What follows belongs to an exercise in optimizing a design on an open flow for a short achievable clock period and few clock cycles; a production flow would make more cautious choices. No functional check of the RTL was part of any run shown here. No activity file was given, so power comes from the tool's default toggle rates.

$ cat flow/config.mk
export PLATFORM = sky130hd
export DESIGN_NAME = byte_unit_top
export DESIGN_NICKNAME = byte_unit_top
export VERILOG_FILES = /design/flow/design.v
export SDC_FILE = /design/flow/constraint.sdc
export NUM_CORES = 4
export LEC_CHECK = 0
export CAP_MARGIN = 20
export CORE_MARGIN = 2
export CORE_UTILIZATION = 40
export SLEW_MARGIN = 20
$ cat flow/run.sh
#!/bin/bash
# synth_recipe.tcl (not shown) runs the flow's synth.tcl, then flattens the netlist and writes it again
# the make line also repeats each setting of config.mk as NAME=value (left out here)
make -C /OpenROAD-flow-scripts/flow DESIGN_CONFIG=/design/flow/config.mk WORK_HOME=/design/flow/orfs CLKGATE_MAP_FILE= SYNTH_SCRIPT=/design/flow/synth_recipe.tcl finish
$ cat flow/design.v
module byte_unit_top (
  input clk,
  input rstn,
  output  [7:0] imem_addr,
  input  [20:0] imem_data,
  output  [7:0] dmem_addr,
  output        dmem_we,
  output [15:0] dmem_wdata,
  input  [15:0] dmem_rdata,
  input  sema_valid_i,
  input  sema_data_i,
  output sema_ready_o,
  input  sema_is_empty_i,
  output sema_write_o,
  output sema_data_o,
  output halted
);
localparam [4:0] ADD = 5'd0, SUB = 5'd1, MUL = 5'd2, DIV = 5'd3, AND = 5'd4, OR = 5'd5,
  XOR = 5'd6, NOT = 5'd7, ADDI = 5'd8, SUBI = 5'd9, MULI = 5'd10, DIVI = 5'd11, ANDI = 5'd12,
  ORI = 5'd13, XORI = 5'd14, SHL = 5'd15, SHR = 5'd16, SHLI = 5'd17, SHRI = 5'd18, BEQ = 5'd19,
  BNE = 5'd20, BGT = 5'd21, BLT = 5'd22, CEQ = 5'd23, CNE = 5'd24, CGT = 5'd25, CLT = 5'd26,
  LD = 5'd27, ST = 5'd28, SEMA_RD = 5'd29, SEMA_WR = 5'd30, JALR = 5'd31;
reg  [7:0] pc;
reg [20:0] ir;
reg        ir_v;
reg  [7:0] ir_pcn;      
reg        ir_pt;       
reg  [7:0] ir_ptgt;     
reg        e_v;
reg  [3:0] e_rd;
reg        e_wen;       
reg        e_mres;      
reg [15:0] e_a, e_b;
reg        e_fa, e_fb;  
reg  [7:0] e_imm8;
reg  [7:0] e_bt;
reg  [7:0] e_pcn;
reg        e_pt;
reg  [7:0] e_ptgt;
reg        e_halt;
reg        e_isbr, e_isjalr, e_iscmp, e_isld, e_isst, e_issr, e_issw, e_ismul, e_isdiv;
reg  [1:0] e_cc;        
reg        e_sadd, e_ssub, e_sand, e_sor, e_sxor, e_snot, e_sshl, e_sshr, e_slink;
reg        m_wen;
reg  [3:0] m_rd;
reg [15:0] m_res;
reg        m_isld, m_issr, m_ismul;
reg        m_we;
reg  [7:0] m_addr;
reg [15:0] m_sdata;
reg        m_sw, m_sr, m_sbit;
reg        m_halt;
reg [15:0] m_mr0, m_mr1, m_mr2, m_mr3;
reg [15:0] rf [1:15];
wire gstall = m_halt | (m_sw & ~sema_is_empty_i) | (m_sr & ~sema_valid_i);
wire e_ready;           
wire d_haz;             
wire e_mispred;
wire [7:0] e_redir_pc;
wire e_adv    = ~gstall & (~e_v | e_ready);           
wire d_go     = e_adv & ir_v & ~d_haz;                
wire redirect = ~gstall & e_v & e_mispred;            
wire f_take   = ~gstall & (~ir_v | d_go);             
wire [4:0] f_op   = imem_data[4:0];
wire       f_halt = &imem_data;
wire [7:0] f_bt   = {imem_data[20:17], imem_data[8:5]};
wire       f_li   = ir_v & (ir[4:0] == ADDI) & (ir[12:9] == 4'd0) & (ir[8:5] == imem_data[12:9]) &
                    (ir[8:5] != 4'd0);
wire       f_pbne = (f_op == BNE);
wire       f_pj   = (f_op == JALR) & ~f_halt & f_li;
wire [7:0] f_pcn  = pc + 8'd1;
always @(posedge clk or negedge rstn) begin
  if (!rstn) begin
    pc <= 8'd0;
    ir_v <= 1'b0;
  end else if (redirect) begin
    pc <= e_redir_pc;
    ir_v <= 1'b0;
  end else if (f_take) begin
    pc <= f_halt ? pc : f_pbne ? f_bt : f_pj ? ir[20:13] : f_pcn;
    ir_v <= 1'b1;
  end else if (d_go) begin
    ir_v <= 1'b0;
  end
end
always @(posedge clk) begin
  if (f_take) begin
    ir      <= imem_data;
    ir_pcn  <= f_pcn;
    ir_pt   <= f_pbne | f_pj;
    ir_ptgt <= ir[20:13];
  end
end
assign imem_addr = pc;
wire [4:0] d_op   = ir[4:0];
wire [3:0] d_rd   = ir[8:5];
wire [3:0] d_rs1  = ir[12:9];
wire [3:0] d_rs2  = ir[16:13];
wire [7:0] d_imm8 = ir[20:13];
wire       d_halt = &ir;
wire d_immop  = (d_op >= ADDI && d_op <= XORI) || d_op == SHLI || d_op == SHRI;
wire d_use1   = ~(d_op == LD || d_op == SEMA_RD) & ~d_halt;
wire d_use2   = ((d_op <= XOR) || d_op == SHL || d_op == SHR || (d_op >= BEQ && d_op <= CLT));
wire d_wr     = ((d_op <= SHRI) || d_op == LD || d_op == SEMA_RD || d_op == JALR) & ~d_halt &
                (d_rd != 4'd0);
wire d_mres   = d_op == MUL || d_op == MULI || d_op == LD || d_op == SEMA_RD;
wire [15:0] wb_data;
wire [15:0] rf1 = (d_rs1 == 4'd0) ? 16'd0 : rf[d_rs1];
wire [15:0] rf2 = (d_rs2 == 4'd0) ? 16'd0 : rf[d_rs2];
wire        byp1 = m_wen & (m_rd == d_rs1);
wire        byp2 = m_wen & (m_rd == d_rs2);
wire [15:0] d_v1 = byp1 ? wb_data : rf1;
wire [15:0] d_v2 = byp2 ? wb_data : rf2;
wire hit1 = e_v & e_wen & (e_rd == d_rs1) & d_use1;
wire hit2 = e_v & e_wen & (e_rd == d_rs2) & d_use2;
assign d_haz = (hit1 | hit2) & e_mres;
always @(posedge clk or negedge rstn) begin
  if (!rstn) begin
    e_v <= 1'b0;
  end else if (e_adv) begin
    e_v <= d_go & ~redirect;
  end
end
always @(posedge clk) begin
  if (e_adv & d_go) begin
    e_rd    <= d_rd;
    e_wen   <= d_wr;
    e_mres  <= d_mres;
    e_a     <= d_v1;
    e_b     <= d_immop ? {8'd0, d_imm8} : d_v2;
    e_fa    <= hit1 & ~e_mres;
    e_fb    <= hit2 & ~e_mres & ~d_immop;
    e_imm8  <= d_imm8;
    e_bt    <= {ir[20:17], ir[8:5]};
    e_pcn   <= ir_pcn;
    e_pt    <= ir_pt;
    e_ptgt  <= ir_ptgt;
    e_halt  <= d_halt;
    e_isbr  <= d_op >= BEQ && d_op <= BLT;
    e_isjalr <= d_op == JALR && ~d_halt;
    e_iscmp <= d_op >= CEQ && d_op <= CLT;
    e_isld  <= d_op == LD;
    e_isst  <= d_op == ST;
    e_issr  <= d_op == SEMA_RD;
    e_issw  <= d_op == SEMA_WR;
    e_ismul <= d_op == MUL || d_op == MULI;
    e_isdiv <= d_op == DIV || d_op == DIVI;
    e_cc    <= (d_op >= CEQ) ? (d_op - CEQ) : (d_op - BEQ);
    e_sadd  <= d_op == ADD || d_op == ADDI;
    e_ssub  <= d_op == SUB || d_op == SUBI;
    e_sand  <= d_op == AND || d_op == ANDI;
    e_sor   <= d_op == OR || d_op == ORI;
    e_sxor  <= d_op == XOR || d_op == XORI;
    e_snot  <= d_op == NOT;
    e_sshl  <= d_op == SHL || d_op == SHLI;
    e_sshr  <= d_op == SHR || d_op == SHRI;
    e_slink <= d_op == JALR;
  end
end
wire [15:0] a = e_fa ? m_res : e_a;
wire [15:0] b = e_fb ? m_res : e_b;
wire [16:0] diff = {1'b0, a} - {1'b0, b};
wire        lt   = diff[16];
wire        eq   = (a == b);
wire        gt   = ~lt & ~eq;
reg         cond;
always @(*) begin
  case (e_cc)
    2'd0: cond = eq;
    2'd1: cond = ~eq;
    2'd2: cond = gt;
    default: cond = lt;
  endcase
end
assign e_mispred = (e_isbr & (cond != e_pt)) | (e_isjalr & (~e_pt | (e_ptgt != a[7:0])));
assign e_redir_pc = e_isjalr ? a[7:0] : (cond ? e_bt : e_pcn);
localparam [1:0] DV_IDLE = 2'd0, DV_SETUP = 2'd1, DV_ITER = 2'd2;
reg  [1:0] dv_st;
reg [15:0] dv_A, dv_B;
reg [15:0] dv_R;
reg [16:0] dv_X;        
reg [17:0] dv_X3;       
reg [15:0] dv_Q;
reg  [3:0] dv_cnt;
function [4:0] bitlen(input [15:0] v);
  integer i;
  begin
    bitlen = 5'd0;
    for (i = 0; i < 16; i = i + 1)
      if (v[i]) bitlen = i + 1;
  end
endfunction
wire        b_zero = (b == 16'd0);
wire  [4:0] la = bitlen(dv_A);
wire  [4:0] lb = bitlen(dv_B);
wire  [4:0] dv_s = la - lb;                  
wire  [3:0] dv_np = (dv_s + 5'd2) >> 1;      
wire  [4:0] dv_sh = {dv_np, 1'b0} - 5'd2;    
wire [17:0] dv_B3 = {2'b00, dv_B} + {1'b0, dv_B, 1'b0};
wire [18:0] dv_r1 = {3'b000, dv_R} - {2'b00, dv_X};
wire [18:0] dv_r2 = {3'b000, dv_R} - {1'b0, dv_X, 1'b0};
wire [18:0] dv_r3 = {3'b000, dv_R} - {1'b0, dv_X3};
wire  [1:0] dv_q  = ~dv_r3[18] ? 2'd3 : ~dv_r2[18] ? 2'd2 : ~dv_r1[18] ? 2'd1 : 2'd0;
wire [15:0] dv_Rn = ~dv_r3[18] ? dv_r3[15:0] : ~dv_r2[18] ? dv_r2[15:0] :
                    ~dv_r1[18] ? dv_r1[15:0] : dv_R;
wire [15:0] dv_Qn = {dv_Q[13:0], dv_q};
wire dv_triv = b_zero | lt;
wire dv_last = (dv_st == DV_ITER) & (dv_cnt == 4'd1);
wire [15:0] div_res = (dv_st == DV_ITER) ? dv_Qn : {16{b_zero}};
always @(posedge clk or negedge rstn) begin
  if (!rstn) begin
    dv_st <= DV_IDLE;
  end else if (~gstall & e_v & e_isdiv) begin
    case (dv_st)
      DV_IDLE:  if (~dv_triv) dv_st <= DV_SETUP;
      DV_SETUP: dv_st <= DV_ITER;
      default:  if (dv_cnt == 4'd1) dv_st <= DV_IDLE;
    endcase
  end
end
always @(posedge clk) begin
  if (~gstall & e_v & e_isdiv) begin
    case (dv_st)
      DV_IDLE: begin
        dv_A <= a;
        dv_B <= b;
      end
      DV_SETUP: begin
        dv_R   <= dv_A;
        dv_X   <= {1'b0, dv_B} << dv_sh;
        dv_X3  <= dv_B3 << dv_sh;
        dv_Q   <= 16'd0;
        dv_cnt <= dv_np;
      end
      default: begin
        dv_R   <= dv_Rn;
        dv_X   <= dv_X >> 2;
        dv_X3  <= dv_X3 >> 2;
        dv_Q   <= dv_Qn;
        dv_cnt <= dv_cnt - 4'd1;
      end
    endcase
  end
end
assign e_ready = ~e_isdiv | (dv_st == DV_IDLE & dv_triv) | dv_last;
function [31:0] csa(input [15:0] x, input [15:0] y, input [15:0] z);
  reg [15:0] s, c;
  begin
    s = x ^ y ^ z;
    c = (x & y) | (x & z) | (y & z);
    csa = {c[14:0], 1'b0, s};
  end
endfunction
wire [15:0] pp [0:15];
genvar gi;
generate
  for (gi = 0; gi < 16; gi = gi + 1) begin : g_pp
    assign pp[gi] = b[gi] ? (a << gi) : 16'd0;
  end
endgenerate
wire [31:0] l1_0 = csa(pp[0], pp[1], pp[2]);
wire [31:0] l1_1 = csa(pp[3], pp[4], pp[5]);
wire [31:0] l1_2 = csa(pp[6], pp[7], pp[8]);
wire [31:0] l1_3 = csa(pp[9], pp[10], pp[11]);
wire [31:0] l1_4 = csa(pp[12], pp[13], pp[14]);
wire [31:0] l2_0 = csa(l1_0[15:0], l1_0[31:16], l1_1[15:0]);
wire [31:0] l2_1 = csa(l1_1[31:16], l1_2[15:0], l1_2[31:16]);
wire [31:0] l2_2 = csa(l1_3[15:0], l1_3[31:16], l1_4[15:0]);
wire [31:0] l3_0 = csa(l2_0[15:0], l2_0[31:16], l2_1[15:0]);
wire [31:0] l3_1 = csa(l2_1[31:16], l2_2[15:0], l2_2[31:16]);
wire [31:0] l4_0 = csa(l3_0[15:0], l3_0[31:16], l3_1[15:0]);
wire [31:0] l4_1 = csa(l3_1[31:16], l1_4[31:16], pp[15]);
wire [15:0] alu_res =
    ({16{e_sadd}} & (a + b)) |
    ({16{e_ssub}} & diff[15:0]) |
    ({16{e_sand}} & (a & b)) |
    ({16{e_sor}}  & (a | b)) |
    ({16{e_sxor}} & (a ^ b)) |
    ({16{e_snot}} & ~a) |
    ({16{e_sshl}} & (a << b[3:0])) |
    ({16{e_sshr}} & (a >> b[3:0])) |
    ({16{e_slink}} & {8'd0, e_pcn}) |
    ({16{e_isdiv}} & div_res);
wire e_go = e_v & e_ready;
always @(posedge clk or negedge rstn) begin
  if (!rstn) begin
    m_wen  <= 1'b0;
    m_we   <= 1'b0;
    m_sw   <= 1'b0;
    m_sr   <= 1'b0;
    m_halt <= 1'b0;
  end else if (~gstall) begin
    m_wen  <= e_go & e_wen;
    m_we   <= e_go & e_isst;
    m_sw   <= e_go & (e_issw | e_iscmp);
    m_sr   <= e_go & e_issr;
    m_halt <= e_go & e_halt;
  end
end
always @(posedge clk) begin
  if (~gstall & e_go) begin
    m_rd    <= e_rd;
    m_res   <= alu_res;
    m_isld  <= e_isld;
    m_issr  <= e_issr;
    m_ismul <= e_ismul;
    m_addr  <= e_imm8;
    m_sdata <= a;
    m_sbit  <= e_iscmp ? cond : a[0];
    m_mr0   <= l4_0[15:0];
    m_mr1   <= l4_0[31:16];
    m_mr2   <= l4_1[15:0];
    m_mr3   <= l4_1[31:16];
  end
end
wire [31:0] l5_0 = csa(m_mr0, m_mr1, m_mr2);
wire [31:0] l6_0 = csa(l5_0[15:0], l5_0[31:16], m_mr3);
wire [15:0] mul_res = l6_0[15:0] + l6_0[31:16];
assign wb_data = m_isld  ? dmem_rdata :
                 m_issr  ? {15'd0, sema_data_i} :
                 m_ismul ? mul_res : m_res;
integer k;
always @(posedge clk or negedge rstn) begin
  if (!rstn) begin
    for (k = 1; k < 16; k = k + 1) rf[k] <= 16'd0;
  end else if (~gstall & m_wen) begin
    rf[m_rd] <= wb_data;
  end
end
assign dmem_addr    = m_addr;
assign dmem_we      = m_we;
assign dmem_wdata   = m_sdata;
assign sema_write_o = m_sw;
assign sema_data_o  = m_sbit;
assign sema_ready_o = m_sr;
assign halted       = m_halt;
endmodule
$ cat flow/constraint.sdc
create_clock -name core_clock -period 5.0 [get_ports {clk}]
set_input_delay 1.0000 -clock core_clock [delete_from_list [all_inputs] [get_ports {clk}]]
set_output_delay 1.0000 -clock core_clock [all_outputs]
set_load 0.01 [all_outputs]
==> results of run 1 <==
-- stage by stage --
| stage | cells | util (%) | total power [mW] | setup slack, ns | instance area (um2) |
|---|---|---|---|---|---|
| floorplan | 3830 | - | 14.7 | 0.0604 | 36600 |
| global placement | 4994 | 43.5 | 18.4 | 0.451 | 39300 |
| detailed placement | 4996 | 43.6 | 18.6 | 0.403 | 39300 |
| CTS | 5120 | 46.1 | 23.8 | 0.383 | 41600 |
| global route | 5121 | 46.1 | 25.4 | 0.0190 | 41600 |
| finish | 5122 | 46.1 | 23.8 | 0.328 | 41600 |
-- routing by layer --
metal | vias up | part of all wire [%] | track usage (%)
li1 | 14100 | - | -
met1 | 15200 | 39 | 35.5
met2 | 1592 | 47 | 46.6
met3 | 503 | 7.4 | 4.82
met4 | 4 | 7.0 | 17.1
met5 | - | 0.014 | 0
-- cell type report --
cell class                 count  area share, %
sequential                   564           37.6
tap                         1176           3.53
clock buffer                  75           4.28
timing repair buffer         237           4.95
antenna                        1        0.00601
multi-input combinational   2825           46.7
inverter                     195           1.76
clock inverter                49           1.24
-- cell usage in the layout (no fill, tap or decap), drive strengths merged, types with 34 or more instances in the layout --
cell           count
nor2             413
nand2            383
a21oi            310
edfxtp           307
o21ai            299
dfrtp            257
inv              198
ha               171
buf              160
a22oi            114
mux2i            101
fa                91
xnor2             77
clkdlybuf4s50     77
clkbuf            75
nor3              63
nand3             56
a31oi             51
xor2              49
a221oi            47
clkinv            36
a22o              35
and2              35
nand2b            34
-- Yosys cell counts (8+ instances only) --
| library cell | number |
|---|---|
| nor2_1 | 412 |
| nand2_1 | 383 |
| a21oi_1 | 309 |
| edfxtp_1 | 307 |
| o21ai_0 | 292 |
| dfrtp_1 | 257 |
| clkbuf_1 | 206 |
| inv_1 | 189 |
| ha_1 | 171 |
| a22oi_1 | 114 |
| mux2i_1 | 100 |
| fa_1 | 91 |
| xnor2_1 | 77 |
| nor3_1 | 62 |
| nand3_1 | 56 |
| a31oi_1 | 51 |
| xor2_1 | 49 |
| a221oi_1 | 47 |
| a22o_1 | 35 |
| nand2b_1 | 34 |
| and2_1 | 33 |
| a222oi_1 | 31 |
| a211oi_1 | 30 |
| and4_1 | 30 |
| o211ai_1 | 30 |
| o22ai_1 | 24 |
| a21o_1 | 23 |
| nand4_1 | 23 |
| o21a_1 | 20 |
| o31ai_1 | 19 |
| nor2b_1 | 17 |
| mux2_2 | 16 |
| nor4_1 | 16 |
| o21bai_1 | 16 |
| buf_1 | 15 |
| or3_1 | 15 |
| and3_1 | 14 |
| o2111ai_1 | 12 |
| a221o_1 | 11 |
| buf_2 | 11 |
| a211o_1 | 10 |
| or2_2 | 8 |
| or4_1 | 8 |
-- where the power goes --
| part | internal, mW | switching, mW |
|---|---|---|
| Combinational | 4.18 | 6.66 |
| Sequential | 6.70 | 1.18 |
| Clock | 2.98 | 2.15 |
-- worst register-to-register path, cell delays in order (launching register included) --
cell and delay [ns]:
edfxtp_1 0.46, inv_1 0.21, ha_1 0.18, o21bai_1 0.07, a21oi_1 0.15, o21ai_0 0.09, a21oi_1 0.15, o21bai_1 0.08
a21oi_1 0.16, o21bai_1 0.08, a221o_1 0.27, ha_1 0.24, fa_1 0.57, inv_1 0.06, ha_1 0.52, inv_1 0.31
a221oi_1 0.42, nor3_1 0.10, o2bb2ai_1 0.23, a41oi_1 0.07
-- path summary, 6_finish.rpt --
kind                                       from                 endpoint  slack, ns  cells past startpoint
min reg2reg                ir_ptgt[7]$_DFFE_PP_      e_ptgt[7]$_DFFE_PP_       0.42                      0
max reg2reg                   dv_B[1]$_DFFE_PP_  dv_X3[16]$_SDFFCE_PN0P_       0.33                     19
max                           dv_B[1]$_DFFE_PP_  dv_X3[16]$_SDFFCE_PN0P_       0.33                     19
min                                        rstn     rf[5][8]$_DFFE_PN0P_       0.36                      1
max in group asynchronous                  rstn     dv_st[1]$_DFFE_PN0P_       3.61                      2
min in group core_clock    ir_ptgt[7]$_DFFE_PP_      e_ptgt[7]$_DFFE_PP_       0.42                      0
-- flip-flops by register name, indices dropped and copies added, names as in the netlist, 17 cells and up --
name   count
rf       240
ir        21
dv_X3     18
dv_X      17
-- cells by family after synthesis --
| family | count (synthesis) |
|---|---|
| mux | 125 |
| compound gates | 1168 |
| buf+inv | 441 |
| simple gates | 1144 |
| xor+xnor | 126 |
| flops | 564 |
| fa+ha+maj | 262 |
==> run_results.csv, run 1 <==
group,metric,value,unit
synthesis,synthTopCellsByArea,"edfxtp_1, dfrtp_1, ha_1",
detailed_routing,drt_wl_total,134000,um
die,core_area,90300,um2
timing,hold_viol,0,
global_routing,grt.overflow.total,0,
timing,worst_pin_slew,1.28,ns
timing,setup_viol,0,
synthesis,ys.flop_type,"edfxtp_1",
synthesis,yosysSeqAreaShare,42.8,%
die,initial_utilization,40.5,%
synthesis,synth-compound-area-share,20.6,%
finish,regArea,15700,um2
die,row_count,110,
cts,clkSinkCount,564,
synthesis,syn_inst,3830,
synthesis,muxShareOfSynthArea,3.74,%
synthesis,yosysUniqueCellTypes,103,
detailed_routing,ant_nets,0,
global_routing,first_global_vias,30900,
finish,drive_gt1_share,9.25,%
finish,areaGrowthSynthToFinish,13.8,%
critical_path,path_cells,"inv_1 > ha_1 > o21bai_1 > a21oi_1 > o21ai_0 > a21oi_1 > o21bai_1 > a21oi_1 > o21bai_1 > a221o_1 > ha_1 > fa_1 > inv_1 > ha_1 > inv_1 > a221oi_1 > nor3_1 > o2bb2ai_1 > a41oi_1",
cts,post_cts_buffers,0,
timing,period_share,93.4,%
cts,post_cts_resized,0,
timing,rsz0062_at_grt,"no",
timing,holdWs,0.365,ns
global_routing,grtUsageTotal,28.5,%
detailed_routing,drt_iter0_drc,3502,
synthesis,synth_top_area_share,25.2,%
cts,cts_tree,"yes",
critical_path,cp.arrival,5.04,ns
synthesis,synth.ff_latch_count,564,
detailed_routing,detailroute.via_count,31400,
synthesis,async_flop_share,45.6,%
detailed_routing,drc,0,
timing,fin_crit,4.67,ns
power,power.leakage,16.6,nW
global_routing,grt_pass1_wl,201000,um
cts,numCtsBuffers,68,
critical_path,cp.required,5.36,ns
critical_path,critPathBufInv,3,
cts,root_buffer,"clkbuf_16",
finish,final_nets,4195,
critical_path,crit_family,"compound AO/OA/AOI/OAI gates",
critical_path,start_kind,"flip-flop",
synthesis,synth-edff-count,307,
die,die_h,307,um
status,status,"complete, no violations",
timing,tns,0,ns
timing,fmax,0.214,GHz
synthesis,yosys.area_share.simple,14.2,%
timing,skew,0.0554,ns
critical_path,crit_fanout,12,
detailed_routing,drt-pass1-iter-count,8,
power,ir_worst_vdd,0.324,mV
cts,clk_pin_slew,0.06,ns
synthesis,yosysWarningCount,2,
cts,cts_hold_buf,0,
die,pin_count,79,
synthesis,synthesis.nets,4134,
cts,h-tree-depth,3,
min_path,hold_path_class,"in2async",
synthesis,avgSynthCellArea,9.56,um2
timing,drv_slew,0,
global_routing,antenna_found_initial,3,
power,power.density,573,nW/um2
synthesis,synth_top_area_cell,"edfxtp_1",
die,die_x,307,um
critical_path,cp_slowest_cell,"fa_1",
timing,slew_headroom,14.4,%
die,fp.dieArea,93900,um2
global_routing,grt_max_degree,102,
cts,clock_path_buffers,3,
critical_path,critPathKind,"reg2reg",
finish,multi_input_area,19400,um2
detailed_routing,viasPerCell,6.13,
place,hpwl,94000,um
synthesis,synthesis.area,36600,um2
place,gp_congestion,1.01,
cts,clk_latency,0.65,ns
critical_path,worst_setup_path_end_kind,"flip-flop",
place,portBuffers,78,
finish,fill_cells,8644,
run,maxCapViolCount,0,
synthesis,synth_xor_area_share,3.01,%
detailed_routing,wl_per_cell,26.2,um
critical_path,cpPeakStageDelay,0.57,ns
synthesis,synth_top_family_by_area,"compound AO/OA/AOI/OAI gates",
synthesis,yosys.area_share.adder,10.8,%
==> inputs of run 2 (changes only) <==
--- a/flow/config.mk
+++ b/flow/config.mk
@@ -7,2 +7,3 @@
 export LEC_CHECK = 0
+export ABC_CLOCK_PERIOD_IN_PS = 2400
 export CAP_MARGIN = 20
@@ -10,2 +11,3 @@
 export CORE_UTILIZATION = 40
+export SETUP_SLACK_MARGIN = 2.6
 export SLEW_MARGIN = 20
==> run_results.csv, run 2 <==
group,metric,value,unit
critical_path,r2r_cells,21,
finish,regMostFlops,"rf",
synthesis,syn_inst,3830,
global_routing,antenna_found_initial,6,
synthesis,yosysWarningCount,2,
cts,numCtsBuffers,67,
cts,clk_latency,0.66,ns
detailed_routing,drt_iter0_drc,5553,
power,p_clk_share,16.9,%
detailed_routing,drc,0,
detailed_routing,wl_per_cell,29.5,um
power,switching_power,12.6,mW
synthesis,yosysSeqAreaShare,42.8,%
global_routing,grt.overflow.total,0,
synthesis,synthTopCellsByCount,"nor2_1, nand2_1, a21oi_1, edfxtp_1, o21ai_0",
place,dp_cells,5005,
timing,period_share,82.0,%
critical_path,worst_setup_path_end_kind,"flip-flop",
critical_path,start_kind,"flip-flop",
finish,largest_reg_flops,240,
critical_path,reg2reg_slack,0.90,ns
power,ir_worst_vdd,0.351,mV
timing,skew,0.0379,ns
finish,layout_commonest_cell,"nand2_1",
synthesis,synthesis.nets,4134,
status,status,"complete, no violations",
synthesis,synth_top_area_share,25.2,%
timing,drv_slew,0,
cts,h-tree-depth,3,
synthesis,synthTopCellsByArea,"edfxtp_1, dfrtp_1, ha_1",
cts,clock_path_buffers,3,
synthesis,synthesis.area,36600,um2
critical_path,r2r-start,"dv_B[1]$_DFFE_PP_",
synthesis,synth_most_common_cell,"nor2_1",
place,hpwl,97300,um
finish,areaGrowthSynthToFinish,43.1,%
cts,cts_hold_buf,0,
die,row_count,110,
power,p_sw_share,42.3,%
finish,regArea,15700,um2
power,pwr-share-comb,56.5,%
detailed_routing,viasPerCell,6.44,
die,initial_utilization,40.5,%
timing,tns,0,ns
finish,reg_top3,"rf (240), ir (21), dv_X3 (18)",
die,fp.dieArea,93900,um2
synthesis,synth-edff-count,307,
finish,multi_input_area,23500,um2
global_routing,grt_pass1_wl,230000,um
synthesis,yosysUniqueCellTypes,103,
finish,drive_gt1_share,33.5,%
synthesis,ys.flop_type,"edfxtp_1",
critical_path,critPathKind,"reg2reg",
critical_path,crit_fanout,6,
detailed_routing,detailroute.via_count,36300,
detailed_routing,ant_nets,0,
global_routing,grtUsageTotal,32.8,%
finish,fin_util,58.0,%
timing,holdWs,0.368,ns
finish,final_nets,4718,
power,power.leakage,20.7,nW
cts,cts_tree,"yes",
min_path,hold_path_class,"in2async",
critical_path,cp.required,5.38,ns
timing,rsz0062_at_grt,"yes",
cts,clkSinkCount,564,
synthesis,async_flop_share,45.6,%
power,p_total,29.8,mW
run,maxCapViolCount,0,
finish,antenna_cells,0,
finish,fin_cells,5642,
die,die_x,307,um
timing,hold_viol,0,
cts,root_buffer,"clkbuf_16",
die,die_h,307,um
global_routing,first_global_vias,34700,
global_routing,grt_max_degree,99,
power,power.density,570,nW/um2
power,seqPwrFrac,26.6,%
place,placed_cell_area,39700,um2
critical_path,cp.arrival,4.48,ns
timing,fmax,0.244,GHz
place,gp_congestion,1.03,
timing,fin_crit,4.10,ns
finish,fill_cells,7288,
detailed_routing,drt-pass1-iter-count,10,
die,pin_count,79,
place,place_ws,0.509,ns
finish,fin_area,52400,um2
power,internal_power,17.2,mW
finish,final_cell_mix,"nand2_1, nor2_1, buf_4",
synthesis,synth.ff_latch_count,564,
place,portBuffers,78,
timing,slew_headroom,30.1,%
cts,clk_pin_slew,0.06,ns
synthesis,avgSynthCellArea,9.56,um2
synthesis,synth_top_area_cell,"edfxtp_1",
detailed_routing,drt_wl_total,166000,um
timing,worst_pin_slew,1.04,ns
die,core_area,90300,um2
timing,setup_slack,0.901,ns
timing,setup_viol,0,
critical_path,worstReg2RegEnd,"dv_X[15]$_SDFFCE_PN0P_",
run 2: cell count changes in the layout (fill, tap and decap cells not counted), sizes merged, moves of 2 or more:
cell | before | now
clkdlybuf4s15 | 0 | 7
buf | 160 | 652
dlymetal6s2s | 0 | 2
clkinvlp | 3 | 9
inv | 198 | 189
clkinv | 36 | 23
o21bai | 16 | 23
bufinv | 7 | 4
clkbuf | 75 | 112
bufbuf | 0 | 6
and3b | 1 | 4
dlygate4sd2 | 0 | 25
clkdlybuf4s50 | 77 | 36
run 2: critical path: stages, from the launching register on:
cell and delay (ns):
edfxtp_1 0.46, inv_4 0.11, buf_6 0.11, ha_4 0.14, o31ai_4 0.06, a311oi_2 0.20, nor3_1 0.08, nor3_1 0.17
nor2_1 0.09, ha_2 0.36, inv_2 0.04, ha_4 0.16, fa_2 0.56, inv_2 0.06, ha_4 0.27, buf_8 0.15
buf_12 0.13, buf_4 0.13, buf_6 0.11, mux4_2 0.30, nand2_1 0.08, a21oi_1 0.09
run 2: timing repair:
action                     4_1_cts  5_1_grt
buffers inserted               328      117
setup endpoints to repair      702      684
cloned                          50       21
pin swaps                      248      211
gates resized for setup        911      445
run 2: logic make-up (layout without fill, tap and decap cells):
logic type	after synthesis	in the layout	share of synthesized area (%)
AND/OR/NAND/NOR	1144	1148	14.2
XOR/XNOR	126	126	3.01
adder cells (fa/ha/maj)	262	262	10.8
multiplexers	125	125	3.74
AO/OA/AOI/OAI	1168	1176	20.6
buffers and inverters	441	1065	4.84
flip-flops	564	564	42.8
run 2: worst max-delay path by stage:
stage | to | slack (ns) | startpoint
floorplan | ir[0]$_DFFE_PP_ | 0.55 | e_fb$_DFFE_PP_
global placement | m_mr0[8]$_DFFE_PP_ | 0.57 | e_fb$_DFFE_PP_
detailed placement | dv_X3[17]$_SDFFCE_PN0P_ | 0.51 | dv_B[1]$_DFFE_PP_
CTS | dv_X[14]$_DFFE_PP_ | 1.00 | dv_B[1]$_DFFE_PP_
global route | dv_X[13]$_DFFE_PP_ | 0.77 | dv_B[1]$_DFFE_PP_
finish | dv_X[15]$_SDFFCE_PN0P_ | 0.90 | dv_B[1]$_DFFE_PP_
run 2: power groups by stage:
stage               sequential [mW]  clock [mW]  combinational [mW]
detailed placement             7.91           0                11.0
finish                         7.92        5.05                16.9
global route                   8.01        5.22                17.9
CTS                            7.82        5.05                14.7
global placement               7.91           0                10.7
floorplan                      7.44           0                7.58
run 2: area by class of cell:
type / instances / area share (%)
Multi-Input combinational cell: 2837 / 44.8
Sequential cell: 564 / 29.9
Timing Repair Buffer: 748 / 16.7
Clock buffer: 92 / 3.72
Tap cell: 1176 / 2.81
Inverter: 195 / 1.55
Clock inverter: 29 / 0.518
Timing Repair inverter: 1 / 0.0119
run 2: routing by layer:
metal,vias to the layer above,GRT usage (%),share of wire [%]
met5,-,0,0.024
met4,6,23.0,9.5
met3,929,7.37,11
met2,2660,53.0,45
met1,17500,38.9,34
li1,15200,-,-

separate check: timing with driven ports:
In the flow no input, the clock included, has a driving cell. The finished layouts below were timed again as built, in two steps. Step 1 assumes that a clkbuf_16 drives the clock port and a buf_2 every other input. Step 2, shift: input delay + t, output delay - t, t = (earliest + latest rising clock arrival at the registers) / 2. This alone moves slack from input paths to output paths. Three values: ideal, step 1, step 2; two values: the first two.
run | t (ns) | setup slack, ns | worst setup path at the end | latest minus earliest clock arrival (ns) | cell pins on the clock port's net
run 1 | 0.694 | 0.328 / 0.328 / 0.328 | register to register | 0.056 / 0.057 | 1
run 2 | 0.711 | 0.901 / 0.901 / 0.901 | register to register | 0.040 / 0.040 | 1
After both steps every run listed still meets setup and hold.
